This is an optimization exercise on Yosys and OpenROAD, whose aim is small area, a short achievable clock period and few clock cycles, not a production implementation. Function was checked by simulation only, so behaviour that the tests miss may differ from the original. Power figures rest on the tool's default switching activity, not on a simulated workload.

==> flow/design.v (excerpt) <==
module simple_cpu(
clk, reset, read_req, read_addr, read_data, read_data_valid, write_req, write_addr, write_data, memory_mask, error_instruction, debug
);
Settings: LEC_CHECK=0, ABC_CLOCK_PERIOD_IN_PS=3500, CAP_MARGIN=20, CORE_MARGIN=2, CORE_UTILIZATION=45, CTS_CLUSTER_DIAMETER=80, CTS_CLUSTER_SIZE=20, SETUP_SLACK_MARGIN=4.0, SLEW_MARGIN=20; clock period 8.0 ns.
run.sh (not shown) runs the stock make flow with config.mk's settings and CLKGATE_MAP_FILE= SYNTH_SCRIPT=/design/flow/synth_recipe.tcl, a recipe that flattens the netlist after the stock synthesis.
Testbench counts at the start, summed over its fixed seeds: cycles 44,586.
Rerun with:
Settings changed: CORE_UTILIZATION 45 to 35, SETUP_SLACK_MARGIN 4.0 to 3.8.
Effect: Critical path depth climbs by 1; global-route usage drops by 12 points; worst hold slack is better by 44 ps; power drops by about 3%.

========
Another version of the RTL of simple_cpu (not shown whole).
Size in the first run: ~1400 flip-flops, about 170 I/O pins, about 74000 sq um of cells after synthesis.
clock: 8.0 ns
lec_check: 0
abc_clock_period_in_ps: 3500
cap_margin: 20
core_margin: 2
core_utilization: 35
cts_cluster_diameter: 100
cts_cluster_size: 25
setup_slack_margin: 4.0
slew_margin: 20
The starting point finished with timing, DRC and antenna clean.
Testbench counts at the start, summed over its fixed seeds: cycles 44,586.
==> next run, changes <==
- CTS_CLUSTER_DIAMETER: 100 -> 80
- CTS_CLUSTER_SIZE: 25 -> 20
- PLACE_DENSITY: default -> 0.5
Outcome:
- count of clock-buffer cells in the layout came out higher by 28
- maximum frequency came out higher slightly
- worst setup slack improves by 54 ps

========
Another version of the RTL of simple_cpu (not shown whole).
For scale: ~72000 um^2 of cells after synthesis.
Settings: LEC_CHECK=0, ABC_CLOCK_PERIOD_IN_PS=3500, CAP_MARGIN=20, CORE_MARGIN=2, CORE_UTILIZATION=40, SETUP_SLACK_MARGIN=4.5, SLEW_MARGIN=20; clock period 8.0 ns.
The starting point finished with timing, DRC and antenna clean.
Testbench counts at the start, summed over its fixed seeds: cycles 44,586.
Then changed:
SETUP_SLACK_MARGIN = not set   (was 4.5)
=>
- The changed run finished clean
- register-to-register slack got worse by 1.8 ns
- first-iteration DRC count shrinks by 12%
- via count goes down by 9.3%
- final cell count went down by 7.5%
- clock skew went down by 0.0039 ns
- setup slack gets worse by 1.8 ns
- utilization went down by 7.9 points
- critical path depth falls by 1
- sequential share of layout area rose by 7.3 points
- synthesized area does not change
- wire length falls by 12%

========
Setup of epsilon:
simple_cpu with an RTL version that a note above also has.
Size: about 1400 flip-flops, roughly 170 I/O pins.
// simple_cpu
module simple_cpu(
clk, reset, read_req, read_addr, read_data, read_data_valid, write_req, write_addr, write_data, memory_mask, error_instruction, debug
);
==> flow/config.mk <==
export PLATFORM = sky130hd
export DESIGN_NAME = simple_cpu
export DESIGN_NICKNAME = simple_cpu
export VERILOG_FILES = /design/flow/design.v
export SDC_FILE = /design/flow/constraint.sdc
export NUM_CORES = 4
export LEC_CHECK = 0
export ABC_CLOCK_PERIOD_IN_PS = 3500
export CAP_MARGIN = 20
export CORE_MARGIN = 2
export CORE_UTILIZATION = 40
export CTS_CLUSTER_DIAMETER = 80
export CTS_CLUSTER_SIZE = 20
export SETUP_SLACK_MARGIN = 4.0
export SLEW_MARGIN = 20
==> flow/constraint.sdc <==
create_clock -name core_clock -period 8.0 [get_ports {clk}]
set_input_delay 1.6000 -clock core_clock [delete_from_list [all_inputs] [get_ports {clk}]]
set_output_delay 1.6000 -clock core_clock [all_outputs]
set_load 0.01 [all_outputs]
The flow did not stop early for epsilon: all stages ran, and the layout cleared the timing, design-rule and antenna checks.
Testbench counts of epsilon, summed over its fixed seeds: cycles 44,586.
### epsilon -> alpha
- CORE_UTILIZATION changed from 40 to 35
Notes after the runs:
Peak ir drop on the vdd network deteriorates in alpha relative to epsilon. For the first-pass GRT wire length, alpha came in 5.0% higher than epsilon did. alpha vs epsilon: area growth from synthesis to layout up in alpha. Looking at alpha and epsilon, the total power divided by cell area is a wash. alpha against epsilon: detailed placement HPWL has increased, ratio of cells with drive above 1 in the final layout has increased, fraction of power consumed by combinational cells has decreased. The run showing the greater number of global-route vias before repair is alpha. Delta(total power, alpha - epsilon) > 0. The final worst slack of alpha was superior to that of epsilon. Going from epsilon to alpha, maximum clock frequency grows by about 2%.

[re-timing with driven ports]
Ports are ideal in the flow. The routed layouts listed here were re-timed in OpenROAD. Step 1: set_driving_cell puts a clkbuf_16 on clk and a buf_2 on each other input, an assumption about the parent block. Step 2 also shifts input and output timing later by t, the mid clock arrival at the registers, as if the neighbouring blocks saw the same clock. Slacks: ideal ports / drivers / drivers and shift; pairs: ideal ports / drivers.
run | shift t [ns] | slack for setup (ns) | slew at the worst register clock pin (ns)
the first run of note 1 | 0.865 | 3.836 / 3.873 / 3.018 | 0.10 / 0.10
the second run of note 1 | 0.867 | 3.611 / 3.661 / 2.795 | 0.09 / 0.09
the first run of note 2 | 0.849 | 3.709 / 3.709 / 3.076 | 0.11 / 0.11
the second run of note 2 | 0.890 | 3.763 / 3.763 / 2.962 | 0.09 / 0.09
the first run of note 3 | 0.943 | 3.702 / 3.702 / 3.059 | 0.07 / 0.07
the second run of note 3 | 0.907 | 1.857 / 1.857 / 1.454 | 0.07 / 0.07
epsilon | 0.859 | 3.797 / 3.860 / 3.001 | 0.09 / 0.09
alpha | 0.887 | 3.880 / 3.880 / 3.067 | 0.10 / 0.10
After both steps every run listed still meets setup and hold. The setup slack of the first run of note 1, which loses most, moves by +0.037 ns with the drivers and by -0.818 ns with both steps.
